Context: an optimization exercise on an open-source flow, tuned for small area. The choices shown serve that exercise and are no tape-out recipe. Only simulation tests tie the RTL to the original design; equivalence was not proved. Power is estimated from default activity; no workload was simulated.

[design/flow/run.sh]
#!/bin/bash
# synth_recipe.tcl (not shown) runs the flow's synth.tcl, then flattens the netlist and writes it again
# the make line also repeats each setting of config.mk as NAME=value (left out here)
make -C /OpenROAD-flow-scripts/flow DESIGN_CONFIG=/design/flow/config.mk WORK_HOME=/design/flow/orfs CLKGATE_MAP_FILE= SYNTH_SCRIPT=/design/flow/synth_recipe.tcl finish
[design/flow/config.mk]
export PLATFORM = sky130hd
export DESIGN_NAME = i2c_ahb_bridge
export DESIGN_NICKNAME = i2c_ahb_bridge
export VERILOG_FILES = /design/flow/design.v
export SDC_FILE = /design/flow/constraint.sdc
export NUM_CORES = 4
export LEC_CHECK = 0
export CAP_MARGIN = 20
export CORE_MARGIN = 2
export CORE_UTILIZATION = 40
export SLEW_MARGIN = 20
[design/flow/constraint.sdc]
create_clock -name core_clock -period 10.0 [get_ports {clk_i}]
set_input_delay 2.0000 -clock core_clock [delete_from_list [all_inputs] [get_ports {clk_i}]]
set_output_delay 2.0000 -clock core_clock [all_outputs]
set_load 0.01 [all_outputs]
[design/flow/design.v]
module soft_i2c_slave_ahb #(
    parameter DEVICE_ADDR = 7'h66
) (
    input wire clk_i,   
    input wire rst_ni,  
    input wire scl_i,   
    input wire sda_i,   
    output reg sda_oe_o,  
    output reg sda_o,  
    output reg       rw_flag_o,   
    output reg       wr_vld_o,    
    output reg [7:0] wr_data_o,   
    output reg       rd_vld_o,    
    output reg [7:0] rd_data_o,   
    output reg [31:0] ahb_waddr_o,
    output reg [31:0] ahb_raddr_o,
    output reg        r_valid_o,
    output reg        w_valid_o,
    output reg [31:0] ahb_wdata_o,
    input      [31:0] ahb_rdata_i
);
    localparam WR_CTRL_WORD = {DEVICE_ADDR, 1'b0}, RD_CTRL_WORD = {DEVICE_ADDR, 1'b1};
    localparam IDLE = 7'b000_0001,   
    START = 7'b000_0010,   
    JUG_RW = 7'b000_0100,   
    RW_ADDR = 7'b000_1000,   
    WR_DAT = 7'b001_0000,   
    RD_DAT = 7'b010_0000,   
    STOP = 7'b100_0000;   
    reg [7:0] state_c, state_n;   
    reg [10:0] cnt_sclk;   
    reg [10:0] cnt_sdai_h;   
    reg bit_buf;   
    reg	[2:0]	samp_flag		;  
    reg [3:0] cnt_bit;   
    reg [7:0] cnt_byte;   
    reg [3:0] RW_Addr;   
    reg [7:0] data_buf;   
    reg [7:0] mem[15:0];   
    reg [1:0] r_scl, r_sda;   
    wire scl_neg, scl_pos;   
    wire sda_neg, sda_pos;   
    wire idle2start;
    wire start2jug_rw;
    wire jug_rw2rw_addr;
    wire jug_rw2rd_dat;
    wire jug_rw2idle;
    wire rw_addr2wr_dat;
    wire wr_dat2start;
    wire wr_dat2stop;
    wire rd_dat2stop;
    wire stop2idle;
    reg [31:0] ahb_rdata_i_prev;
    reg [3:0] RW_Addr_prev;   
    wire ahb_rdata_load;   
    assign ahb_rdata_load = !(RW_Addr_prev == 4'h7 && RW_Addr == 4'h8) &&
                            RW_Addr == 4'hc && !(ahb_rdata_i == ahb_rdata_i_prev);
    always @(posedge clk_i or negedge rst_ni) begin
        if (!rst_ni) begin
            ahb_waddr_o <= 32'h0;
            ahb_raddr_o <= 32'h0;
            r_valid_o   <= 1'b0;
            w_valid_o   <= 1'b0;
            ahb_wdata_o <= 32'h0;
            ahb_rdata_i_prev <= 32'h0;
            RW_Addr_prev <= 4'h0;
        end else begin
            if (RW_Addr_prev == 4'h7 && RW_Addr == 4'h8) begin
                w_valid_o   <= 1'b1;
                ahb_waddr_o <= {mem[0], mem[1], mem[2], mem[3]};
                ahb_wdata_o <= {mem[4], mem[5], mem[6], mem[7]};
            end else if (RW_Addr == 4'hc && !(ahb_rdata_i == ahb_rdata_i_prev)) begin
            end else if (RW_Addr_prev == 4'hb && RW_Addr == 4'hc) begin
                r_valid_o   <= 1'b1;
                ahb_raddr_o <= {mem[8], mem[9], mem[10], mem[11]};
            end else begin
                ahb_rdata_i_prev <= ahb_rdata_i;
                RW_Addr_prev <= RW_Addr;
                w_valid_o <= 1'b0;
                r_valid_o <= 1'b0;
            end
        end
    end
    always @(posedge clk_i or negedge rst_ni) begin
        if (!rst_ni) begin
            r_scl <= 2'b0;
            r_sda <= 2'b0;
        end else begin
            r_scl <= {r_scl[0], scl_i};
            r_sda <= {r_sda[0], sda_i};
        end
    end   
    assign scl_neg = r_scl == 2'b10;
    assign scl_pos = r_scl == 2'b01;
    assign sda_neg = r_sda == 2'b10;
    assign sda_pos = r_sda == 2'b01;
    always @(posedge clk_i or negedge rst_ni) begin
        if (!rst_ni) begin
            state_c <= IDLE;
        end else begin
            state_c <= state_n;
        end
    end
    always @(*) begin
        case (state_c)
            IDLE: begin
                if (idle2start) begin
                    state_n = START;
                end else begin
                    state_n = IDLE;
                end
            end
            START: begin
                if (start2jug_rw) begin   
                    state_n = JUG_RW;
                end else begin
                    state_n = START;
                end
            end
            JUG_RW: begin
                if (jug_rw2rw_addr) begin
                    state_n = RW_ADDR;
                end else if (jug_rw2rd_dat) begin
                    state_n = RD_DAT;
                end else if (jug_rw2idle) begin   
                    state_n = IDLE;
                end else begin
                    state_n = JUG_RW;
                end
            end
            RW_ADDR: begin
                if (rw_addr2wr_dat) begin
                    state_n = WR_DAT;
                end else begin
                    state_n = RW_ADDR;
                end
            end
            WR_DAT: begin
                if (wr_dat2start) begin   
                    state_n = START;
                end else if (wr_dat2stop) begin
                    state_n = STOP;
                end else begin
                    state_n = WR_DAT;
                end
            end
            RD_DAT: begin
                if (rd_dat2stop) begin
                    state_n = STOP;
                end else begin
                    state_n = RD_DAT;
                end
            end
            STOP: begin
                if (stop2idle) begin
                    state_n = IDLE;
                end else begin
                    state_n = STOP;
                end
            end
            default: begin
                state_n = IDLE;
            end
        endcase
    end
    assign idle2start = state_c == IDLE && (sda_neg && scl_i);  
    assign start2jug_rw = state_c == START && (scl_pos);   
    assign jug_rw2rw_addr = state_c == JUG_RW && (cnt_bit == 4'd8 && samp_flag == 3'd1 && data_buf == WR_CTRL_WORD);
    assign jug_rw2rd_dat = state_c == JUG_RW && (cnt_bit == 4'd8 && samp_flag == 3'd1 && data_buf == RD_CTRL_WORD);
    assign jug_rw2idle = state_c == JUG_RW && (cnt_bit == 4'd8 && samp_flag == 3'd1 && data_buf != WR_CTRL_WORD && data_buf != RD_CTRL_WORD);
    assign rw_addr2wr_dat = state_c == RW_ADDR && (cnt_bit == 4'd8 && scl_neg);
    assign wr_dat2start = state_c == WR_DAT && (scl_i && sda_neg);  
    assign wr_dat2stop = state_c == WR_DAT && (scl_i && sda_pos);
    assign rd_dat2stop = state_c == RD_DAT && (cnt_bit == 4'd8 && scl_i && sda_i);   
    assign stop2idle = state_c == STOP && (scl_i && sda_i && cnt_sclk >= 11'd50);   
    always @(posedge clk_i or negedge rst_ni) begin
        if (!rst_ni) begin
            rw_flag_o <= 1'b0;
        end else if (state_c == RD_DAT) begin
            rw_flag_o <= 1'b1;
        end else begin
            rw_flag_o <= 1'b0;
        end
    end   
    always @(posedge clk_i or negedge rst_ni) begin
        if (!rst_ni) begin
            cnt_sclk   <= 'd0;
            cnt_sdai_h <= 'd0;
        end else if (state_c == IDLE || state_c == START) begin
            cnt_sclk   <= 'd0;
            cnt_sdai_h <= 'd0;
        end  
    else if (state_c == JUG_RW || state_c == RW_ADDR 
           || state_c == WR_DAT  ) begin
            if (scl_pos) begin   
                cnt_sclk   <= 'd0;
                cnt_sdai_h <= 'd0;
            end else if (scl_i) begin   
                cnt_sclk <= cnt_sclk + 11'd1;
                if (sda_i) begin
                    cnt_sdai_h <= cnt_sdai_h + 11'd1;
                end
            end else begin
                cnt_sclk   <= cnt_sclk;
                cnt_sdai_h <= cnt_sdai_h;
            end
        end else if (state_c == STOP) begin
            cnt_sclk <= cnt_sclk + 11'd1;
        end else begin
            cnt_sclk <= 'd0;
        end
    end   
    always @(posedge clk_i or negedge rst_ni) begin
        if (!rst_ni) begin
            samp_flag <= 3'd0;
        end else if (scl_pos) begin
            samp_flag <= 3'd0;
        end else if (samp_flag == 3'd7) begin
            samp_flag <= 3'd7;
        end else if (cnt_sclk != 0 && ~scl_i) begin
            samp_flag <= samp_flag + 3'd1;
        end else begin
            samp_flag <= samp_flag;
        end
    end   
    always @(posedge clk_i or negedge rst_ni) begin
        if (!rst_ni) begin
            cnt_bit <= 4'd0;
        end else if (state_c == IDLE || state_c == START || state_c == STOP) begin
            cnt_bit <= 4'd0;
        end else if (state_c != IDLE && state_c != START && state_c != STOP) begin
            if (cnt_bit == 4'd8 && scl_neg) begin
                cnt_bit <= 4'd0;
            end else if (scl_neg) begin
                cnt_bit <= cnt_bit + 4'd1;
            end
        end else begin
            cnt_bit <= cnt_bit;
        end
    end   
    always @(posedge clk_i or negedge rst_ni) begin
        if (!rst_ni) begin
            cnt_byte <= 5'd0;
        end else if (state_c == IDLE || state_c == START || state_c == STOP) begin
            cnt_byte <= 5'd0;
        end else if ((state_c == WR_DAT || state_c == RD_DAT) && (cnt_bit == 4'd8 && scl_neg)) begin
            cnt_byte <= cnt_byte + 5'd1;
        end else begin
            cnt_byte <= cnt_byte;
        end
    end   
    always @(posedge clk_i or negedge rst_ni) begin
        if (!rst_ni) begin
            sda_o <= 1'b0;
            sda_oe_o <= 1'b0;
            wr_vld_o <= 1'b0;
            wr_data_o <= 8'd0;
            rd_vld_o <= 1'b0;
            rd_data_o <= 8'd0;
            data_buf <= 8'd0;
            RW_Addr <= 4'd0;
            bit_buf <= 1'b0;
        end else begin
            if (ahb_rdata_load) begin
                {mem[15], mem[14], mem[13], mem[12]} <= ahb_rdata_i;
            end
            case (state_c)
                IDLE: begin
                    sda_o <= 1'b0;
                    sda_oe_o <= 1'b0;
                    wr_vld_o <= 1'b0;
                    wr_data_o <= 8'd0;
                    rd_vld_o <= 1'b0;
                    data_buf <= 8'd0;
                    bit_buf <= 1'b0;
                end
                JUG_RW: begin
                    if (cnt_bit == 4'd7 && scl_neg) begin
                        sda_o <= 1'b0;
                        sda_oe_o <= 1'b1;   
                    end else if (cnt_bit == 4'd8 && scl_neg) begin
                        if (data_buf == RD_CTRL_WORD) begin
                            sda_o <= 1'b0;
                            sda_oe_o <= 1'b1;   
                        end else begin
                            sda_o <= 1'b0;
                            sda_oe_o <= 1'b0;   
                        end
                    end else if (cnt_bit <= 4'd8) begin   
                        if (cnt_sdai_h != cnt_sclk) begin
                            bit_buf <= 1'b0;
                        end else begin
                            bit_buf <= 1'b1;
                        end
                    end
                    if (scl_neg && cnt_bit < 4'd8) begin
                        data_buf <= {data_buf[6:0], bit_buf};
                    end else begin
                        data_buf <= data_buf;
                    end
                end
                RW_ADDR: begin
                    if (cnt_bit == 4'd7 && scl_neg) begin
                        sda_oe_o <= 1'b1;   
                        sda_o <= 1'b0;
                    end else if (cnt_bit == 4'd8 && scl_neg) begin
                        sda_oe_o <= 1'b0;   
                        sda_o <= 1'b0;
                        RW_Addr <= data_buf[3:0];   
                    end else if (cnt_bit <= 4'd8) begin   
                        if (cnt_sdai_h == cnt_sclk) begin
                            bit_buf <= 1'b1;
                        end else begin
                            bit_buf <= 1'b0;
                        end
                    end
                    if (scl_neg && cnt_bit < 4'd8) begin
                        data_buf <= {data_buf[6:0], bit_buf};
                    end else begin
                        data_buf <= data_buf;
                    end
                end
                WR_DAT: begin
                    if (cnt_bit == 4'd7 && scl_neg) begin
                        sda_oe_o <= 1'b1;   
                        sda_o <= 1'b0;
                    end else if (cnt_bit == 4'd8 && scl_neg) begin
                        sda_oe_o <= 1'b0;   
                        sda_o <= 1'b0;
                        RW_Addr <= RW_Addr + 4'd1;   
                        wr_vld_o <= 1'b1;
                        mem[RW_Addr] <= data_buf;   
                        wr_data_o <= data_buf;
                    end else if (cnt_bit <= 4'd8) begin   
                        if (cnt_sdai_h == cnt_sclk) begin
                            bit_buf <= 1'b1;
                        end else begin
                            bit_buf <= 1'b0;
                        end
                    end
                    if (scl_neg && cnt_bit < 4'd8) begin
                        data_buf <= {data_buf[6:0], bit_buf};
                    end else begin
                        wr_vld_o <= 1'b0;
                        data_buf <= data_buf;
                    end
                end
                RD_DAT: begin
                    data_buf  <= mem[RW_Addr];
                    rd_data_o <= data_buf;   
                    if (cnt_bit == 4'd7 && scl_neg) begin
                        sda_oe_o <= 1'b0;   
                        sda_o <= 1'b0;
                    end else if (cnt_bit == 4'd8 && scl_neg) begin
                        sda_oe_o <= 1'b1;   
                        RW_Addr  <= RW_Addr + 4'd1;   
                        rd_vld_o <= 1'b1;
                    end else if (~scl_i && cnt_bit < 4'd8) begin   
                        sda_oe_o <= 1'b1;
                        sda_o <= data_buf[7-cnt_bit];
                    end else begin
                        rd_vld_o <= 1'b0;
                    end
                end
                default: ;
            endcase
        end
    end   
endmodule
module AHB_master_wrapper (
    input  wire        HCLK,
    input  wire        HRESETN,
    input  wire [31:0] HRDATA,
    input  wire        HREADYOUT,
    input  wire        HRESP,       
    output wire [31:0] HWDATA,      
    output wire [31:0] HADDR,
    output wire [25:0] HADDR_26b,
    output wire [ 2:0] HBURST,
    output wire [ 2:0] HSIZE,       
    output wire        HWRITE,      
    output wire [ 1:0] HTRANS,      
    output wire        HMASTLOCK,   
    output wire [ 3:0] HPROT,
    output wire        HREADY,
    output wire        HSEL,        
    input  wire [31:0] ahb_waddr_i,
    input  wire [31:0] ahb_raddr_i,
    input  wire        r_valid_i,
    input  wire        w_valid_i,
    input  wire [31:0] ahb_wdata_i,
    output wire [31:0] ahb_rdata_o
);
    wire [31:0] ahb_HRDATA;
    wire [31:0] ahb_HWDATA;
    wire [31:0] ahb_HADDR;
    wire [ 2:0] ahb_HBURST;
    wire [ 2:0] ahb_HSIZE;
    wire [ 1:0] ahb_HTRANS;
    wire [ 3:0] ahb_HPROT;
    wire [31:0] r_HRDATA;
    wire [31:0] r_HWDATA;
    wire [31:0] r_HADDR;
    wire [ 2:0] r_HBURST;
    wire [ 2:0] r_HSIZE;
    wire [ 1:0] r_HTRANS;
    wire [ 3:0] r_HPROT;
    wire [31:0] addr;
    wire        read;
    genvar i;
    generate
        for (i = 0; i < 32; i = i + 1) begin
            assign r_HRDATA[i] = HRDATA[31-i];
            assign r_HWDATA[i] = ahb_HWDATA[31-i];
            assign r_HADDR[i]  = ahb_HADDR[31-i];
        end
    endgenerate
    genvar j;
    generate
        for (j = 0; j < 3; j = j + 1) begin
            assign r_HBURST[j] = ahb_HBURST[2-j];
            assign r_HSIZE[j]  = ahb_HSIZE[2-j];
        end
    endgenerate
    genvar k;
    generate
        for (k = 0; k < 4; k = k + 1) begin
            assign r_HPROT[k] = ahb_HPROT[3-k];
        end
    endgenerate
    assign r_HTRANS[0] = ahb_HTRANS[1];
    assign r_HTRANS[1] = ahb_HTRANS[0];
    assign ahb_HRDATA = (1'b1) ? r_HRDATA : HRDATA;
    assign HWDATA = (1'b1) ? r_HWDATA : ahb_wdata_i;
    assign HADDR = (1'b1) ? r_HADDR : ahb_HADDR;
    assign HBURST = (1'b1) ? r_HBURST : ahb_HBURST;
    assign HSIZE = (1'b1) ? r_HSIZE : ahb_HSIZE;
    assign HTRANS = (1'b1) ? r_HTRANS : ahb_HTRANS;
    assign HPROT = (1'b1) ? r_HPROT : ahb_HPROT;
    assign HADDR_26b = HADDR[31-:26];
    assign addr = (r_valid_i == 1'b1) ? ahb_raddr_i : ahb_waddr_i;
    assign read = (r_valid_i == 1'b1) ? 1'b1 : 1'b0;
    AHB_master u_AHB_master (
        .HCLK     (HCLK),
        .HRESETN  (HRESETN),
        .HRDATA   (ahb_HRDATA),
        .HREADYOUT(HREADYOUT),
        .HRESP    (HRESP),
        .HWDATA   (ahb_HWDATA),
        .HADDR    (ahb_HADDR),
        .HBURST   (ahb_HBURST),
        .HSIZE    (ahb_HSIZE),
        .HWRITE   (HWRITE),
        .HTRANS   (ahb_HTRANS),
        .HMASTLOCK(HMASTLOCK),
        .HPROT    (ahb_HPROT),
        .HREADY   (HREADY),
        .HSEL     (HSEL),
        .addr     (addr),
        .read     (read),
        .w_data   (ahb_wdata_i),
        .r_data   (ahb_rdata_o)
    );
endmodule
module AHB_master (
    input  wire        HCLK,
    input  wire        HRESETN,
    input  wire [31:0] HRDATA,
    input  wire        HREADYOUT,
    input  wire        HRESP,       
    output reg  [31:0] HWDATA,
    output reg  [31:0] HADDR,
    output wire [ 2:0] HBURST,      
    output wire [ 2:0] HSIZE,       
    output reg         HWRITE,
    output reg  [ 1:0] HTRANS,
    output wire        HMASTLOCK,   
    output wire [ 3:0] HPROT,       
    output wire        HREADY,      
    output wire        HSEL,        
    input  wire [31:0] addr,
    input  wire        read,
    input  wire [31:0] w_data,
    output reg  [31:0] r_data
);
    assign HPROT = 4'b0000;
    assign HSIZE = 3'b010;
    assign HBURST = 3'b000;
    assign HMASTLOCK = 1'b0;
    assign HREADY = 1'b0;
    assign HSEL = 1'b0;
    localparam AHB_FSM_IDLE = 3'h0;
    localparam AHB_FSM_WAIT_PHASE = 3'h1;
    localparam AHB_FSM_W_ADDRESS_PHASE = 3'h2;
    localparam AHB_FSM_W_DATA_PHASE = 3'h3;
    localparam AHB_FSM_R_ADDRESS_PHASE = 3'h4;
    localparam AHB_FSM_R_DATA_PHASE = 3'h5;
    localparam AHB_HTRANS_IDLE = 3'h0;
    localparam AHB_HTRANS_BUSY = 3'h1;
    localparam AHB_HTRANS_NONSEQ = 3'h2;
    localparam AHB_HTRANS_SEQ = 3'h3;
    reg [31:0] w_data_last;
    reg [ 2:0] fsm_ahb;
    always @(posedge HCLK or negedge HRESETN) begin
        if (!HRESETN) begin
            HADDR <= 32'b0;
            HWDATA <= 32'b0;
            HWRITE <= 1'b1;
            HTRANS <= AHB_HTRANS_IDLE;
            fsm_ahb <= AHB_FSM_WAIT_PHASE;
            w_data_last <= 32'b0;
            r_data <= 32'b0;
        end else begin
            case (fsm_ahb)
                AHB_FSM_IDLE: begin
                    HADDR   <= 32'b0;
                    HWDATA  <= 32'b0;
                    HWRITE  <= 1'b0;
                    HTRANS  <= AHB_HTRANS_IDLE;
                    fsm_ahb <= AHB_FSM_WAIT_PHASE;
                end
                AHB_FSM_WAIT_PHASE: begin
                    HADDR  <= HADDR;
                    HWDATA <= HWDATA;
                    HWRITE <= HWRITE;
                    HTRANS <= AHB_HTRANS_IDLE;
                    if (HREADYOUT) begin
                        if (read) begin
                            HWRITE  <= 1'b0;
                            fsm_ahb <= AHB_FSM_R_ADDRESS_PHASE;
                        end else begin
                            HWRITE <= 1'b1;
                            fsm_ahb <= AHB_FSM_W_ADDRESS_PHASE;
                            w_data_last <= w_data;
                        end
                    end else begin
                        fsm_ahb <= fsm_ahb;
                    end
                end
                AHB_FSM_R_ADDRESS_PHASE: begin
                    HADDR   <= addr;
                    HWDATA  <= HWDATA;
                    HWRITE  <= 1'b0;
                    HTRANS  <= AHB_HTRANS_NONSEQ;
                    fsm_ahb <= AHB_FSM_R_DATA_PHASE;
                end
                AHB_FSM_R_DATA_PHASE: begin
                    if (HREADYOUT) begin
                        HADDR   <= HADDR;
                        HWDATA  <= HWDATA;
                        HWRITE  <= 1'b1;
                        HTRANS  <= AHB_HTRANS_IDLE;
                        r_data  <= HRDATA;
                        fsm_ahb <= AHB_FSM_WAIT_PHASE;
                    end else begin
                        fsm_ahb <= fsm_ahb;
                    end
                end
                AHB_FSM_W_ADDRESS_PHASE: begin
                    HADDR   <= addr;
                    HWDATA  <= HWDATA;
                    HWRITE  <= HWRITE;
                    HTRANS  <= AHB_HTRANS_NONSEQ;
                    fsm_ahb <= AHB_FSM_W_DATA_PHASE;
                end
                AHB_FSM_W_DATA_PHASE: begin
                    HADDR   <= HADDR;
                    HWDATA  <= w_data;
                    HWRITE  <= HWRITE;
                    HTRANS  <= AHB_HTRANS_IDLE;
                    fsm_ahb <= AHB_FSM_WAIT_PHASE;
                end
                default: begin
                    HWRITE  <= 1'b0;
                    HTRANS  <= AHB_HTRANS_IDLE;
                    fsm_ahb <= AHB_FSM_WAIT_PHASE;
                end
            endcase
        end
    end
endmodule
module i2c_ahb_bridge (
    input  wire        clk_i,
    input  wire        rst_ni,
    input  wire        scl_i,
    input  wire        sda_i,
    output wire        sda_oe_o,
    output wire        sda_o,
    output wire        rw_flag_o,
    output wire        wr_vld_o,
    output wire [ 7:0] wr_data_o,
    output wire        rd_vld_o,
    output wire [ 7:0] rd_data_o,
    input  wire [31:0] HRDATA,
    input  wire        HREADYOUT,
    input  wire        HRESP,
    output wire [31:0] HWDATA,
    output wire [31:0] HADDR,
    output wire [25:0] HADDR_26b,
    output wire [ 2:0] HBURST,
    output wire [ 2:0] HSIZE,
    output wire        HWRITE,
    output wire [ 1:0] HTRANS,
    output wire        HMASTLOCK,
    output wire [ 3:0] HPROT,
    output wire        HREADY,
    output wire        HSEL
);
    wire [31:0] ahb_waddr;
    wire [31:0] ahb_raddr;
    wire r_valid;
    wire w_valid;
    wire [31:0] ahb_wdata;
    wire [31:0] ahb_rdata;
    soft_i2c_slave_ahb #(
        .DEVICE_ADDR(7'h66)
    ) u_soft_i2c_slave_ahb (
        .clk_i      (clk_i),
        .rst_ni     (rst_ni),
        .scl_i      (scl_i),
        .sda_i      (sda_i),
        .sda_oe_o   (sda_oe_o),
        .sda_o      (sda_o),
        .rw_flag_o  (rw_flag_o),
        .wr_vld_o   (wr_vld_o),
        .wr_data_o  (wr_data_o),
        .rd_vld_o   (rd_vld_o),
        .rd_data_o  (rd_data_o),
        .ahb_waddr_o(ahb_waddr),
        .ahb_raddr_o(ahb_raddr),
        .r_valid_o  (r_valid),
        .w_valid_o  (w_valid),
        .ahb_wdata_o(ahb_wdata),
        .ahb_rdata_i(ahb_rdata)
    );
    AHB_master_wrapper u_AHB_master_wrapper (
        .HCLK       (clk_i),
        .HRESETN    (rst_ni),
        .HRDATA     (HRDATA),
        .HREADYOUT  (HREADYOUT),
        .HRESP      (HRESP),
        .HWDATA     (HWDATA),
        .HADDR      (HADDR),
        .HADDR_26b  (HADDR_26b),
        .HBURST     (HBURST),
        .HSIZE      (HSIZE),
        .HWRITE     (HWRITE),
        .HTRANS     (HTRANS),
        .HMASTLOCK  (HMASTLOCK),
        .HPROT      (HPROT),
        .HREADY     (HREADY),
        .HSEL       (HSEL),
        .ahb_waddr_i(ahb_waddr),
        .ahb_raddr_i(ahb_raddr),
        .r_valid_i  (r_valid),
        .w_valid_i  (w_valid),
        .ahb_wdata_i(ahb_wdata),
        .ahb_rdata_o(ahb_rdata)
    );
endmodule
==> run_summary.xml, run 1 <==
<?xml version="1.0" encoding="UTF-8"?>
<metrics>
  <group name="synth">
    <metric name="ys_seq_elements" unit="">436</metric>
    <metric name="netlist_area" unit="mm^2">0.0203</metric>
    <metric name="synthTopCellsByCount" unit="">305 x sky130_fd_sc_hd__dfrtp_1, 215 x sky130_fd_sc_hd__nand2_1, 133 x sky130_fd_sc_hd__mux2_2, 128 x sky130_fd_sc_hd__edfxtp_1, 82 x sky130_fd_sc_hd__clkbuf_1</metric>
    <metric name="synthesis.yosys.warnings" unit="">3</metric>
    <metric name="synthCells" unit="">1750</metric>
    <metric name="postSynth.topFlopCell" unit="">sky130_fd_sc_hd__dfrtp_1</metric>
    <metric name="synth-async-reset-ratio" unit="">0.706</metric>
    <metric name="post_synth_main_area_contributors" unit="">sky130_fd_sc_hd__dfrtp_1 38%, sky130_fd_sc_hd__edfxtp_1 19%, sky130_fd_sc_hd__mux2_2 7.4%</metric>
    <metric name="synth_top_area_share" unit="">0.376</metric>
    <metric name="seq_total_area_yosys" unit="">0.570</metric>
    <metric name="synth_cell_type_count" unit="">79</metric>
    <metric name="cell_accounting_for_the_most_synthesized_area" unit="">sky130_fd_sc_hd__dfrtp_1</metric>
    <metric name="synth-edff-count" unit="">128</metric>
    <metric name="synth.avg_cell_area" unit="um^2">11.6</metric>
    <metric name="synthMostInstantiatedCell" unit="">sky130_fd_sc_hd__dfrtp_1</metric>
  </group>
  <group name="clocking">
    <metric name="clkLatencyLatePin" unit="ns">0.59</metric>
    <metric name="tritoncts" unit="">built</metric>
    <metric name="deepest_level_of_the_cts_h_tree" unit="">2</metric>
    <metric name="ctsLongestPathBuffers" unit="">3</metric>
    <metric name="clock_tree_root_driver_cell" unit="">sky130_fd_sc_hd__clkbuf_16</metric>
    <metric name="cts_made_buffers" unit="">48</metric>
    <metric name="postCtsSetupBuffers" unit="">0</metric>
    <metric name="holdBufCountCts" unit="">0</metric>
    <metric name="cts.clk_slew.worst_paths" unit="ns">0.06</metric>
    <metric name="cts_num_sinks" unit="">436</metric>
    <metric name="post_cts_resize_count" unit="">0</metric>
  </group>
  <group name="job">
    <metric name="max_cap_violations" unit="">0</metric>
  </group>
  <group name="place">
    <metric name="port_buffers" unit="">149</metric>
    <metric name="placement.setup.worst_slack" unit="ns">5.69</metric>
    <metric name="dpl.hpwl" unit="um">35100</metric>
    <metric name="placed_area" unit="mm^2">0.0220</metric>
    <metric name="gp_routability_congestion" unit="">0.827</metric>
  </group>
  <group name="worst_setup_path">
    <metric name="path_cells" unit="">clkdlybuf4s50_1</metric>
    <metric name="cp_data_required_time" unit="ns">8.00</metric>
    <metric name="setup.worst_path.start_class" unit="">flop</metric>
    <metric name="number_of_cell_instances_on_the_worst_register_to_register_path" unit="">6</metric>
    <metric name="rr_startpoint" unit="">u_soft_i2c_slave_ahb.RW_Addr[1]$_DFFE_PN0P_</metric>
    <metric name="worst_setup_path_end_kind" unit="">output port</metric>
    <metric name="crit_path_leading_delay_family" unit="">flip-flops</metric>
    <metric name="cp_data_arrival_time" unit="ns">1.68</metric>
    <metric name="critical_path.slowest_cell" unit="">sky130_fd_sc_hd__dfstp_2</metric>
    <metric name="max_stage_delay" unit="ns">0.54</metric>
    <metric name="setup.worst_path.class" unit="">flop to output port</metric>
    <metric name="r2r-end" unit="">u_soft_i2c_slave_ahb.mem[13][0]$_DFFE_PP_</metric>
    <metric name="critical_path.max_fanout" unit="">3</metric>
    <metric name="critical_path_buf_inv_count" unit="">1</metric>
    <metric name="setup_slack_of_the_most_critical_reg_to_reg_path" unit="ns">6.62</metric>
  </group>
  <group name="sta">
    <metric name="tightest_slew" unit="ns">1.14</metric>
    <metric name="setup_slack" unit="ns">6.32</metric>
    <metric name="setup_violations" unit="">0</metric>
    <metric name="finalCritPeriodShare" unit="">0.368</metric>
    <metric name="final-hold-violation-count" unit="">0</metric>
    <metric name="achievable-frequency" unit="MHz">272</metric>
    <metric name="setup-tns-final" unit="ns">0</metric>
    <metric name="fin_worst_skew" unit="ns">0.0150</metric>
    <metric name="rsz0062_at_grt" unit="">false</metric>
    <metric name="final_max_slew_viol_count" unit="">0</metric>
    <metric name="worst_slew_margin_rel" unit="">0.238</metric>
    <metric name="post-route-min-period" unit="ns">3.68</metric>
  </group>
  <group name="final_layout">
    <metric name="postLayoutCoreUtil" unit="">0.474</metric>
    <metric name="post-route-cell-area" unit="mm^2">0.0237</metric>
    <metric name="filler_cell_count" unit="">4568</metric>
    <metric name="area.growth.synth_to_final" unit="%">17.1</metric>
    <metric name="register_area" unit="mm^2">0.0116</metric>
    <metric name="num-nets-final" unit="">1863</metric>
    <metric name="drive_above_1_share" unit="">0.142</metric>
    <metric name="antenna_cells_inserted" unit="">0</metric>
    <metric name="multi_input_area" unit="mm^2">0.00784</metric>
  </group>
  <group name="floorplanning">
    <metric name="floorplan.die_area" unit="mm^2">0.0525</metric>
    <metric name="floorplan.initialDensity" unit="">0.405</metric>
    <metric name="rows" unit="">82</metric>
    <metric name="ios" unit="">165</metric>
    <metric name="chipWidth" unit="um">229</metric>
    <metric name="die_y" unit="um">229</metric>
    <metric name="core_area" unit="mm^2">0.0501</metric>
  </group>
  <group name="grt">
    <metric name="grt_pass1_wl" unit="um">84200</metric>
    <metric name="grt_start_max_net_pins" unit="">173</metric>
    <metric name="first_global_vias" unit="">14100</metric>
    <metric name="gr-total-overflow" unit="">0</metric>
    <metric name="grt_util_all_layers" unit="">0.203</metric>
    <metric name="grt_antenna_before_repair" unit="">0</metric>
  </group>
  <group name="worst_hold_path">
    <metric name="hold_start" unit="">u_soft_i2c_slave_ahb.r_sda[0]$_DFF_PN0_</metric>
    <metric name="worst_hold_path.num_cells" unit="">0</metric>
    <metric name="hold_path_class" unit="">flop to flop</metric>
    <metric name="hold-path-endpoint" unit="">u_soft_i2c_slave_ahb.r_sda[1]$_DFF_PN0_</metric>
  </group>
  <group name="power">
    <metric name="leakage" unit="nW">10.0</metric>
    <metric name="power_density" unit="mW/mm^2">165</metric>
    <metric name="vdd.ir_drop.worst" unit="V">0.000140</metric>
  </group>
  <group name="routing">
    <metric name="drt_first_iter_violations" unit="">1399</metric>
    <metric name="drt-pass1-iter-count" unit="">5</metric>
    <metric name="vias_per_cell" unit="">5.67</metric>
    <metric name="drt-total-wl" unit="um">53600</metric>
    <metric name="drtAntennaViolNets" unit="">0</metric>
    <metric name="drc" unit="">0</metric>
    <metric name="vias" unit="">14300</metric>
    <metric name="detail_route.wl_per_cell" unit="um">21.2</metric>
  </group>
  <group name="run_status">
    <metric name="run_status" unit="">timing/DRC/antenna clean</metric>
  </group>
</metrics>
-- kinds of logic after synthesis --
kind of cell / count (synthesis) / synth area share
DFF: 436 / 0.570
other: 2 / 0.000370
buffers and inverters: 194 / 0.0471
adders and majority gates: 12 / 0.00740
muxes: 185 / 0.101
and+or+nand+nor: 492 / 0.122
AOI/OAI and AO/OA: 372 / 0.128
xor gates and xnor gates: 57 / 0.0246
-- layout by cell type (no fill, tap or decap), types with 13 or more instances in the layout --
master and count:
sky130_fd_sc_hd__mux2i_1 48, sky130_fd_sc_hd__dfrtp_1 304, sky130_fd_sc_hd__o211ai_1 13, sky130_fd_sc_hd__xor2_1 55, sky130_fd_sc_hd__nor2_1 76, sky130_fd_sc_hd__nand3b_1 30
sky130_fd_sc_hd__nand2_1 215, sky130_fd_sc_hd__o22ai_1 37, sky130_fd_sc_hd__o21ai_0 71, sky130_fd_sc_hd__conb_1 14, sky130_fd_sc_hd__edfxtp_1 128, sky130_fd_sc_hd__a211oi_1 25
sky130_fd_sc_hd__a222oi_1 14, sky130_fd_sc_hd__a22oi_1 14, sky130_fd_sc_hd__a31oi_1 35, sky130_fd_sc_hd__nand4b_1 22, sky130_fd_sc_hd__mux2_2 133, sky130_fd_sc_hd__buf_4 29
sky130_fd_sc_hd__and3_1 23, sky130_fd_sc_hd__clkbuf_16 52, sky130_fd_sc_hd__a22o_1 54, sky130_fd_sc_hd__a21oi_1 49, sky130_fd_sc_hd__inv_1 15, sky130_fd_sc_hd__clkbuf_1 15
sky130_fd_sc_hd__nor4_1 16, sky130_fd_sc_hd__clkdlybuf4s50_1 148, sky130_fd_sc_hd__nand3_1 28
-- final cells by class --
| cell class | count | area share |
|---|---|---|
| Sequential cell | 436 | 0.487 |
| Multi-Input combinational cell | 1132 | 0.330 |
| Timing Repair Buffer | 180 | 0.0742 |
| Clock buffer | 76 | 0.0624 |
| Tap cell | 672 | 0.0354 |
| Clock inverter | 14 | 0.00854 |
| Inverter | 15 | 0.00237 |
-- metrics by stage --
| step | hold slack [ns] | instances | power (mW) |
|---|---|---|---|
| 2_1_floorplan | 0.367 | 1762 | 2.00 |
| 3_3_place_gp | 0.384 | 2434 | 2.08 |
| 3_5_place_dp | 0.391 | 2434 | 2.08 |
| 4_1_cts | 0.405 | 2524 | 3.96 |
| 5_1_grt | 0.411 | 2525 | 4.05 |
| 6_report | 0.405 | 2525 | 3.92 |
-- flip-flops by register name, summed over array words and instances (netlist names), 3 cells and up --
signal / count
u_AHB_master_wrapper.u_AHB_master.HADDR: 32
u_AHB_master_wrapper.u_AHB_master.HWDATA: 32
u_AHB_master_wrapper.u_AHB_master.fsm_ahb: 3
u_AHB_master_wrapper.u_AHB_master.r_data: 32
u_soft_i2c_slave_ahb.RW_Addr: 4
u_soft_i2c_slave_ahb.RW_Addr_prev: 4
u_soft_i2c_slave_ahb.ahb_raddr_o: 32
u_soft_i2c_slave_ahb.ahb_rdata_i_prev: 32
u_soft_i2c_slave_ahb.ahb_waddr_o: 32
u_soft_i2c_slave_ahb.ahb_wdata_o: 32
u_soft_i2c_slave_ahb.cnt_bit: 4
u_soft_i2c_slave_ahb.cnt_sclk: 11
u_soft_i2c_slave_ahb.cnt_sdai_h: 11
u_soft_i2c_slave_ahb.data_buf: 8
u_soft_i2c_slave_ahb.mem: 128
u_soft_i2c_slave_ahb.rd_data_o: 8
u_soft_i2c_slave_ahb.samp_flag: 3
u_soft_i2c_slave_ahb.state_c: 7
u_soft_i2c_slave_ahb.wr_data_o: 8
-- report_power, final --
group / switching (mW) / leakage (nW) / internal [mW]
clock network: 0.741 / 0.827 / 1.13
registers: 0.0182 / 5.47 / 1.84
logic: 0.129 / 3.74 / 0.0586
-- worst max-delay path by stage --
stage                                                 endpoint  depth (start not counted)                                                 start
2_1_floorplan  u_soft_i2c_slave_ahb.cnt_sdai_h[10]$_DFFE_PN0P_                          6                                                 scl_i
3_3_place_gp          u_soft_i2c_slave_ahb.mem[3][4]$_DFFE_PP_                          3                                                rst_ni
3_5_place_dp          u_soft_i2c_slave_ahb.mem[3][4]$_DFFE_PP_                          3                                                rst_ni
4_1_cts                                                 HWRITE                          1  u_AHB_master_wrapper.u_AHB_master.HWRITE$_DFFE_PN1P_
5_1_grt               u_soft_i2c_slave_ahb.mem[3][1]$_DFFE_PP_                          3                                                rst_ni
6_report                                                HWRITE                          1  u_AHB_master_wrapper.u_AHB_master.HWRITE$_DFFE_PN1P_
-- routing by layer --
layer	global-route usage	vias to the layer above	wire length, um
met5	0	-	0
met4	0.0560	0	1110
met3	0.0295	74	3200
met2	0.321	473	24900
met1	0.292	7209	24400
li1	-	6550	-
==> run 2: changes to the inputs <==
--- a/design/flow/config.mk
+++ b/design/flow/config.mk
@@ -9,3 +9,4 @@
 export CORE_MARGIN = 2
 export CORE_UTILIZATION = 40
+export CTS_BUF_LIST = sky130_fd_sc_hd__clkbuf_4
 export SLEW_MARGIN = 20
==> run 2 against run 1 <==
Still clean on timing, DRC and antenna. Via count up 3.6%. Critical path depth unchanged. Area after synthesis did not move. Power fell by 8.9%. Clock power down 19%. First-iteration DRC count down 9.9%. Clock-buffer cell count grew 91. Clock skew rose by 0.043 ns. Cell count rose by 4.9%. Setup slack got worse by 0.28 ns. Design area down 0.93%. Global-route usage rose by 0.36 points. Critical path type unchanged. Highest routed layer unchanged.
==> run_summary.xml, run 2 <==
<?xml version="1.0" encoding="UTF-8"?>
<metrics>
  <group name="run_status">
    <metric name="run_status" unit="">timing/DRC/antenna clean</metric>
  </group>
  <group name="routing">
    <metric name="vias" unit="">14800</metric>
    <metric name="drt_first_iter_violations" unit="">1261</metric>
    <metric name="detail_route.wl_per_cell" unit="um">20.6</metric>
    <metric name="drt-total-wl" unit="um">54500</metric>
    <metric name="drtAntennaViolNets" unit="">0</metric>
    <metric name="drc" unit="">0</metric>
    <metric name="vias_per_cell" unit="">5.60</metric>
    <metric name="drt-pass1-iter-count" unit="">5</metric>
  </group>
  <group name="floorplanning">
    <metric name="chipWidth" unit="um">229</metric>
    <metric name="die_y" unit="um">229</metric>
    <metric name="floorplan.die_area" unit="mm^2">0.0525</metric>
    <metric name="ios" unit="">165</metric>
    <metric name="rows" unit="">82</metric>
    <metric name="floorplan.initialDensity" unit="">0.405</metric>
    <metric name="core_area" unit="mm^2">0.0501</metric>
  </group>
  <group name="worst_setup_path">
    <metric name="worstSetupStartpoint" unit="">u_AHB_master_wrapper.u_AHB_master.HWRITE$_DFFE_PN1P_</metric>
    <metric name="cp_data_required_time" unit="ns">8.00</metric>
    <metric name="rr_startpoint" unit="">u_soft_i2c_slave_ahb.RW_Addr[1]$_DFFE_PN0P_</metric>
    <metric name="critical_path.max_fanout" unit="">3</metric>
    <metric name="path_cells" unit="">clkdlybuf4s50_1</metric>
    <metric name="setup.worst_path.start_class" unit="">flop</metric>
    <metric name="worst_setup_path_end_kind" unit="">output port</metric>
    <metric name="cp_data_arrival_time" unit="ns">1.96</metric>
    <metric name="setup.worst_path.class" unit="">flop to output port</metric>
    <metric name="critical_path.slowest_cell" unit="">sky130_fd_sc_hd__dfstp_2</metric>
    <metric name="crit_path_leading_delay_family" unit="">flip-flops</metric>
    <metric name="max_stage_delay" unit="ns">0.55</metric>
    <metric name="critical_path_buf_inv_count" unit="">1</metric>
  </group>
  <group name="grt">
    <metric name="gr-total-overflow" unit="">0</metric>
    <metric name="grt_start_max_net_pins" unit="">173</metric>
    <metric name="grt_antenna_before_repair" unit="">2</metric>
    <metric name="first_global_vias" unit="">14700</metric>
    <metric name="grt_util_all_layers" unit="">0.206</metric>
    <metric name="grt_pass1_wl" unit="um">85300</metric>
  </group>
  <group name="sta">
    <metric name="finalCritPeriodShare" unit="">0.396</metric>
    <metric name="setup_violations" unit="">0</metric>
    <metric name="tightest_slew" unit="ns">1.15</metric>
    <metric name="final_max_slew_viol_count" unit="">0</metric>
    <metric name="achievable-frequency" unit="MHz">253</metric>
    <metric name="rsz0062_at_grt" unit="">false</metric>
    <metric name="post-route-min-period" unit="ns">3.96</metric>
    <metric name="setup-tns-final" unit="ns">0</metric>
    <metric name="fin_worst_skew" unit="ns">0.0584</metric>
    <metric name="setup_slack" unit="ns">6.04</metric>
    <metric name="worst_slew_margin_rel" unit="">0.231</metric>
    <metric name="final-hold-violation-count" unit="">0</metric>
  </group>
  <group name="place">
    <metric name="dpl.hpwl" unit="um">35100</metric>
    <metric name="port_buffers" unit="">149</metric>
    <metric name="placed_area" unit="mm^2">0.0220</metric>
    <metric name="placement.setup.worst_slack" unit="ns">5.69</metric>
    <metric name="gp_routability_congestion" unit="">0.827</metric>
  </group>
  <group name="final_layout">
    <metric name="area.growth.synth_to_final" unit="%">16.0</metric>
    <metric name="top_register" unit="">u_soft_i2c_slave_ahb.mem</metric>
    <metric name="filler_cell_count" unit="">4675</metric>
    <metric name="largest_reg_flops" unit="">128</metric>
    <metric name="post-route-cell-area" unit="mm^2">0.0235</metric>
    <metric name="register_area" unit="mm^2">0.0116</metric>
    <metric name="mostFrequentLayoutCell" unit="">sky130_fd_sc_hd__dfrtp_1</metric>
    <metric name="multi_input_area" unit="mm^2">0.00784</metric>
    <metric name="drive_above_1_share" unit="">0.185</metric>
    <metric name="commonest_cells_after_routing_fill_and_taps_aside" unit="">304 x sky130_fd_sc_hd__dfrtp_1, 215 x sky130_fd_sc_hd__nand2_1, 167 x sky130_fd_sc_hd__clkbuf_4, 148 x sky130_fd_sc_hd__clkdlybuf4s50_1, 133 x sky130_fd_sc_hd__mux2_2</metric>
    <metric name="num-nets-final" unit="">1929</metric>
  </group>
  <group name="synth">
    <metric name="netlist_area" unit="mm^2">0.0203</metric>
    <metric name="synth-edff-count" unit="">128</metric>
    <metric name="synthesis.yosys.warnings" unit="">3</metric>
    <metric name="seq_total_area_yosys" unit="">0.570</metric>
    <metric name="synthMostInstantiatedCell" unit="">sky130_fd_sc_hd__dfrtp_1</metric>
    <metric name="synthTopCellsByCount" unit="">305 x sky130_fd_sc_hd__dfrtp_1, 215 x sky130_fd_sc_hd__nand2_1, 133 x sky130_fd_sc_hd__mux2_2, 128 x sky130_fd_sc_hd__edfxtp_1, 82 x sky130_fd_sc_hd__clkbuf_1</metric>
    <metric name="synth_cell_type_count" unit="">79</metric>
    <metric name="synth.avg_cell_area" unit="um^2">11.6</metric>
    <metric name="cell_accounting_for_the_most_synthesized_area" unit="">sky130_fd_sc_hd__dfrtp_1</metric>
    <metric name="synth-async-reset-ratio" unit="">0.706</metric>
    <metric name="synthCells" unit="">1750</metric>
    <metric name="ys_seq_elements" unit="">436</metric>
    <metric name="postSynth.topFlopCell" unit="">sky130_fd_sc_hd__dfrtp_1</metric>
    <metric name="synth_top_area_share" unit="">0.376</metric>
    <metric name="post_synth_main_area_contributors" unit="">sky130_fd_sc_hd__dfrtp_1 38%, sky130_fd_sc_hd__edfxtp_1 19%, sky130_fd_sc_hd__mux2_2 7.4%</metric>
  </group>
  <group name="clocking">
    <metric name="ctsLongestPathBuffers" unit="">3</metric>
    <metric name="cts_num_sinks" unit="">436</metric>
    <metric name="holdBufCountCts" unit="">0</metric>
    <metric name="cts.clk_slew.worst_paths" unit="ns">0.06</metric>
    <metric name="cts_made_buffers" unit="">113</metric>
    <metric name="clkLatencyLatePin" unit="ns">0.89</metric>
    <metric name="post_cts_resize_count" unit="">0</metric>
    <metric name="deepest_level_of_the_cts_h_tree" unit="">3</metric>
    <metric name="clock_tree_root_driver_cell" unit="">sky130_fd_sc_hd__clkbuf_4</metric>
    <metric name="tritoncts" unit="">built</metric>
    <metric name="postCtsSetupBuffers" unit="">0</metric>
  </group>
  <group name="worst_hold_path">
    <metric name="hold_path_class" unit="">flop to flop</metric>
    <metric name="hold_start" unit="">u_soft_i2c_slave_ahb.r_sda[0]$_DFF_PN0_</metric>
  </group>
  <group name="power">
    <metric name="power_density" unit="mW/mm^2">152</metric>
    <metric name="vdd.ir_drop.worst" unit="V">0.0000907</metric>
    <metric name="total_power" unit="mW">3.57</metric>
    <metric name="leakage" unit="nW">10.1</metric>
  </group>
  <group name="job">
    <metric name="max_cap_violations" unit="">0</metric>
  </group>
</metrics>
-- run 2: cell families after synthesis --
| group | synth area share |
|---|---|
| buffers and inverters | 0.0471 |
| and+or+nand+nor | 0.122 |
| xor gates and xnor gates | 0.0246 |
| muxes | 0.101 |
| other | 0.000370 |
| adders and majority gates | 0.00740 |
| AOI/OAI and AO/OA | 0.128 |
| DFF | 0.570 |
-- run 2: per-stage QoR --
step / util / instances / hold slack (ns)
2_1_floorplan: - / 1762 / 0.367
3_3_place_gp: 0.440 / 2434 / 0.384
3_5_place_dp: 0.440 / 2434 / 0.391
4_1_cts: 0.469 / 2644 / 0.404
5_1_grt: 0.470 / 2648 / 0.410
6_report: 0.470 / 2648 / 0.403
-- run 2: layer usage --
metal	share of wire	wire (um)	vias up	global-route usage
met5	0	0	-	0
met2	0.46	25300	577	0.323
met3	0.065	3570	95	0.0446
li1	-	-	6749	-
met4	0.024	1290	0	0.0690
met1	0.45	24400	7403	0.285
-- run 2: where the power goes --
group	internal, mW	leakage, nW	switching, mW
Clock	0.768	0.854	0.754
Sequential	1.84	5.47	0.0182
Combinational	0.0586	3.75	0.128
-- run 2: worst paths after layout --
check                                                                                end  slack (ns)  cells past startpoint
worst max register to register                 u_soft_i2c_slave_ahb.mem[13][0]$_DFFE_PP_        6.62                      6
worst max-delay path                                                              HWRITE        6.04                      1
worst min-delay path                             u_soft_i2c_slave_ahb.r_sda[1]$_DFF_PN0_        0.40                      0
worst min register to register                   u_soft_i2c_slave_ahb.r_sda[1]$_DFF_PN0_        0.40                      0
max in group asynchronous       u_AHB_master_wrapper.u_AHB_master.r_data[24]$_DFFE_PN0P_        7.18                      3
min in group asynchronous       u_AHB_master_wrapper.u_AHB_master.fsm_ahb[2]$_DFFE_PN0P_        1.19                      1
-- run 2: cell type report --
cell class | count | area share
Antenna cell | 2 | 0.000213
Sequential cell | 436 | 0.491
Tap cell | 672 | 0.0357
Clock inverter | 43 | 0.00787
Inverter | 15 | 0.00239
Timing Repair Buffer | 181 | 0.0758
Multi-Input combinational cell | 1132 | 0.333
Clock buffer | 167 | 0.0533
==> run 3: changes to the inputs <==
--- a/design/flow/config.mk
+++ b/design/flow/config.mk
@@ -9,4 +9,5 @@
 export CORE_MARGIN = 2
 export CORE_UTILIZATION = 40
-export CTS_BUF_LIST = sky130_fd_sc_hd__clkbuf_4
+export CTS_BUF_LIST = sky130_fd_sc_hd__clkbuf_2 sky130_fd_sc_hd__clkbuf_4 sky130_fd_sc_hd__clkbuf_8
+export CTS_CLUSTER_SIZE = 20
 export SLEW_MARGIN = 20
==> run 3 against run 2 <==
Still clean on timing, DRC and antenna. Die area is the same. Combinational power is essentially flat. Wire length fell by 0.32%. Cell count down 2.9%. Clock skew decreased by 0.029 ns. Synthesized cell count unchanged. Sequential power barely moved. Clock power rose by 12%. Critical path type unchanged. Largest cell class unchanged. Largest power group unchanged. Highest routed layer unchanged.
==> run_summary.xml, run 3 <==
<?xml version="1.0" encoding="UTF-8"?>
<metrics>
  <group name="power">
    <metric name="vdd.ir_drop.worst" unit="V">0.000150</metric>
    <metric name="share_clk_of_total_power" unit="">0.453</metric>
    <metric name="power_report.internal_total" unit="mW">2.86</metric>
    <metric name="total_power" unit="mW">3.75</metric>
    <metric name="leakage" unit="nW">10.0</metric>
    <metric name="combPwrFrac" unit="">0.050</metric>
    <metric name="power_density" unit="mW/mm^2">159</metric>
    <metric name="power_switching" unit="uW">886</metric>
    <metric name="part_of_the_power_in_registers" unit="">0.497</metric>
    <metric name="sw_frac" unit="">0.237</metric>
  </group>
  <group name="final_layout">
    <metric name="num-nets-final" unit="">1891</metric>
    <metric name="area.growth.synth_to_final" unit="%">16.5</metric>
    <metric name="antenna_cells_inserted" unit="">0</metric>
    <metric name="top_register" unit="">u_soft_i2c_slave_ahb.mem</metric>
    <metric name="postLayoutCoreUtil" unit="">0.472</metric>
    <metric name="final_cell_count_no_fill" unit="">2571</metric>
    <metric name="commonest_cells_after_routing_fill_and_taps_aside" unit="">304 x sky130_fd_sc_hd__dfrtp_1, 215 x sky130_fd_sc_hd__nand2_1, 148 x sky130_fd_sc_hd__clkdlybuf4s50_1, 133 x sky130_fd_sc_hd__mux2_2, 128 x sky130_fd_sc_hd__edfxtp_1</metric>
    <metric name="post-route-cell-area" unit="mm^2">0.0236</metric>
    <metric name="drive_above_1_share" unit="">0.167</metric>
    <metric name="mostFrequentLayoutCell" unit="">sky130_fd_sc_hd__dfrtp_1</metric>
    <metric name="largest_reg_flops" unit="">128</metric>
  </group>
  <group name="clocking">
    <metric name="postCtsSetupBuffers" unit="">0</metric>
    <metric name="holdBufCountCts" unit="">0</metric>
    <metric name="clkLatencyLatePin" unit="ns">0.66</metric>
    <metric name="tritoncts" unit="">built</metric>
    <metric name="cts.clk_slew.worst_paths" unit="ns">0.06</metric>
    <metric name="deepest_level_of_the_cts_h_tree" unit="">3</metric>
    <metric name="clock_tree_root_driver_cell" unit="">sky130_fd_sc_hd__clkbuf_8</metric>
    <metric name="ctsLongestPathBuffers" unit="">3</metric>
    <metric name="cts_made_buffers" unit="">77</metric>
    <metric name="post_cts_resize_count" unit="">0</metric>
    <metric name="cts_num_sinks" unit="">436</metric>
  </group>
  <group name="grt">
    <metric name="grt_antenna_before_repair" unit="">0</metric>
    <metric name="grt_util_all_layers" unit="">0.206</metric>
    <metric name="first_global_vias" unit="">14400</metric>
    <metric name="grt_start_max_net_pins" unit="">173</metric>
    <metric name="gr-total-overflow" unit="">0</metric>
    <metric name="grt_pass1_wl" unit="um">85100</metric>
  </group>
  <group name="floorplanning">
    <metric name="ios" unit="">165</metric>
    <metric name="chipWidth" unit="um">229</metric>
    <metric name="core_area" unit="mm^2">0.0501</metric>
    <metric name="rows" unit="">82</metric>
    <metric name="floorplan.initialDensity" unit="">0.405</metric>
    <metric name="floorplan.die_area" unit="mm^2">0.0525</metric>
    <metric name="die_y" unit="um">229</metric>
  </group>
  <group name="synth">
    <metric name="ys_seq_elements" unit="">436</metric>
    <metric name="cell_accounting_for_the_most_synthesized_area" unit="">sky130_fd_sc_hd__dfrtp_1</metric>
    <metric name="postSynth.topFlopCell" unit="">sky130_fd_sc_hd__dfrtp_1</metric>
    <metric name="post_synth_main_area_contributors" unit="">sky130_fd_sc_hd__dfrtp_1 38%, sky130_fd_sc_hd__edfxtp_1 19%, sky130_fd_sc_hd__mux2_2 7.4%</metric>
    <metric name="seq_total_area_yosys" unit="">0.570</metric>
    <metric name="synth_cell_type_count" unit="">79</metric>
    <metric name="synth-async-reset-ratio" unit="">0.706</metric>
    <metric name="netlist_area" unit="mm^2">0.0203</metric>
    <metric name="synthesis.yosys.warnings" unit="">3</metric>
    <metric name="synth_top_area_share" unit="">0.376</metric>
    <metric name="synthTopCellsByCount" unit="">305 x sky130_fd_sc_hd__dfrtp_1, 215 x sky130_fd_sc_hd__nand2_1, 133 x sky130_fd_sc_hd__mux2_2, 128 x sky130_fd_sc_hd__edfxtp_1, 82 x sky130_fd_sc_hd__clkbuf_1</metric>
    <metric name="synth-edff-count" unit="">128</metric>
    <metric name="synthMostInstantiatedCell" unit="">sky130_fd_sc_hd__dfrtp_1</metric>
    <metric name="synth.avg_cell_area" unit="um^2">11.6</metric>
    <metric name="synthCells" unit="">1750</metric>
  </group>
  <group name="worst_setup_path">
    <metric name="critical_path.max_fanout" unit="">3</metric>
    <metric name="worst_setup_path_end_kind" unit="">output port</metric>
    <metric name="critical_path.slowest_cell" unit="">sky130_fd_sc_hd__dfstp_2</metric>
    <metric name="setup.worst_path.start_class" unit="">flop</metric>
    <metric name="crit_path_leading_delay_family" unit="">flip-flops</metric>
    <metric name="cp_data_arrival_time" unit="ns">1.75</metric>
    <metric name="setup.worst_path.class" unit="">flop to output port</metric>
    <metric name="max_stage_delay" unit="ns">0.54</metric>
    <metric name="path_cells" unit="">clkdlybuf4s50_1</metric>
    <metric name="critical_path_buf_inv_count" unit="">1</metric>
    <metric name="cp_data_required_time" unit="ns">8.00</metric>
  </group>
  <group name="sta">
    <metric name="rsz0062_at_grt" unit="">false</metric>
    <metric name="tightest_slew" unit="ns">1.17</metric>
    <metric name="final_max_slew_viol_count" unit="">0</metric>
    <metric name="achievable-frequency" unit="MHz">267</metric>
    <metric name="final-hold-violation-count" unit="">0</metric>
    <metric name="setup_slack" unit="ns">6.25</metric>
    <metric name="finalCritPeriodShare" unit="">0.375</metric>
    <metric name="post-route-min-period" unit="ns">3.75</metric>
    <metric name="setup-tns-final" unit="ns">0</metric>
    <metric name="worst_slew_margin_rel" unit="">0.221</metric>
    <metric name="timing.hold.ws" unit="ns">0.404</metric>
    <metric name="fin_worst_skew" unit="ns">0.0295</metric>
    <metric name="setup_violations" unit="">0</metric>
  </group>
  <group name="routing">
    <metric name="drtAntennaViolNets" unit="">0</metric>
    <metric name="drt_first_iter_violations" unit="">1359</metric>
    <metric name="drt-total-wl" unit="um">54300</metric>
    <metric name="drc" unit="">0</metric>
    <metric name="vias_per_cell" unit="">5.65</metric>
    <metric name="drt-pass1-iter-count" unit="">6</metric>
    <metric name="vias" unit="">14500</metric>
    <metric name="detail_route.wl_per_cell" unit="um">21.1</metric>
  </group>
  <group name="place">
    <metric name="dpl.hpwl" unit="um">35100</metric>
    <metric name="gp_routability_congestion" unit="">0.827</metric>
    <metric name="placement.setup.worst_slack" unit="ns">5.69</metric>
    <metric name="post-place-cells" unit="">2434</metric>
    <metric name="placed_area" unit="mm^2">0.0220</metric>
    <metric name="port_buffers" unit="">149</metric>
  </group>
  <group name="worst_hold_path">
    <metric name="hold_path_class" unit="">flop to flop</metric>
  </group>
  <group name="job">
    <metric name="max_cap_violations" unit="">0</metric>
  </group>
  <group name="run_status">
    <metric name="run_status" unit="">timing/DRC/antenna clean</metric>
  </group>
</metrics>
-- run 3: final timing paths --
kind | startpoint | end | slack (ns) | cells past startpoint
setup / recovery | u_AHB_master_wrapper.u_AHB_master.HWRITE$_DFFE_PN1P_ | HWRITE | 6.25 | 1
hold / removal | u_soft_i2c_slave_ahb.r_sda[0]$_DFF_PN0_ | u_soft_i2c_slave_ahb.r_sda[1]$_DFF_PN0_ | 0.40 | 0
setup reg to reg | u_soft_i2c_slave_ahb.RW_Addr[1]$_DFFE_PN0P_ | u_soft_i2c_slave_ahb.mem[13][0]$_DFFE_PP_ | 6.61 | 6
hold reg to reg | u_soft_i2c_slave_ahb.r_sda[0]$_DFF_PN0_ | u_soft_i2c_slave_ahb.r_sda[1]$_DFF_PN0_ | 0.40 | 0
max in group asynchronous | rst_ni | u_AHB_master_wrapper.u_AHB_master.r_data[22]$_DFFE_PN0P_ | 6.86 | 2
min in group asynchronous | rst_ni | u_AHB_master_wrapper.u_AHB_master.fsm_ahb[2]$_DFFE_PN0P_ | 1.40 | 1
-- run 3: area by class of cell --
cell class | count | area, um^2
timing repair buffer | 179 | 1730
clock inverter | 23 | 174
inverter | 15 | 56.3
tap | 672 | 841
sequential | 436 | 11600
multi-input combinational | 1132 | 7840
clock buffer | 114 | 1410
fill | 4614 | 26500
-- run 3: metal layers --
layer	global-route usage	vias to the layer above	part of all wire
met5	0	-	0
met4	0.0607	0	0.020
met3	0.0396	73	0.065
met2	0.325	532	0.47
met1	0.289	7333	0.45
li1	-	6592	-
-- run 3: cell families (layout without fill, tap and decap cells) --
| kind of cell | count (synthesis) | in the layout | synth area share |
|---|---|---|---|
| compound gates | 372 | 372 | 0.128 |
| xor+xnor | 57 | 57 | 0.0246 |
| fa+ha+maj | 12 | 12 | 0.00740 |
| buf+inv | 194 | 331 | 0.0471 |
| flops | 436 | 436 | 0.570 |
| mux | 185 | 185 | 0.101 |
| other cells | 2 | 14 | 0.000370 |
| simple gates | 492 | 492 | 0.122 |
-- run 3: power by group through the flow --
stage	clock (mW)	combinational [mW]	sequential, mW
floorplan	0	0.115	1.89
global placement	0	0.187	1.89
detailed placement	0	0.189	1.90
CTS	1.74	0.190	1.86
global route	1.82	0.209	1.86
finish	1.70	0.188	1.86

[separate check: timing with driven ports]
Ports are ideal in the flow. The routed layouts listed here were re-timed in OpenROAD.
Step 1 sets driving cells, clkbuf_16 on the clock port and buf_2 on the other inputs (assumed; they add their load-dependent delay and slew).
Step 2 also shifts input and output timing later by t, the mid clock arrival at the registers, as if the neighbouring blocks saw the same clock.
Slacks: ideal / step 1 / step 2; pairs: ideal / step 1.
run | t (ns) | setup WS [ns] | worst setup path at the end | worst slew at a driven data input, ns | pins driven straight from the clock port
run 1 | 0.643 | 6.323 / 6.268 / 5.712 | input to register | 0.05 | 1
run 2 | 0.911 | 6.045 / 5.991 / 5.725 | input to register | 0.05 | 1
run 3 | 0.700 | 6.251 / 6.201 / 5.734 | input to register | 0.05 | 1
After both steps setup and hold are still met in every run listed. The setup slack of run 1, which loses most, moves by -0.055 ns with the drivers and by -0.611 ns with both steps.
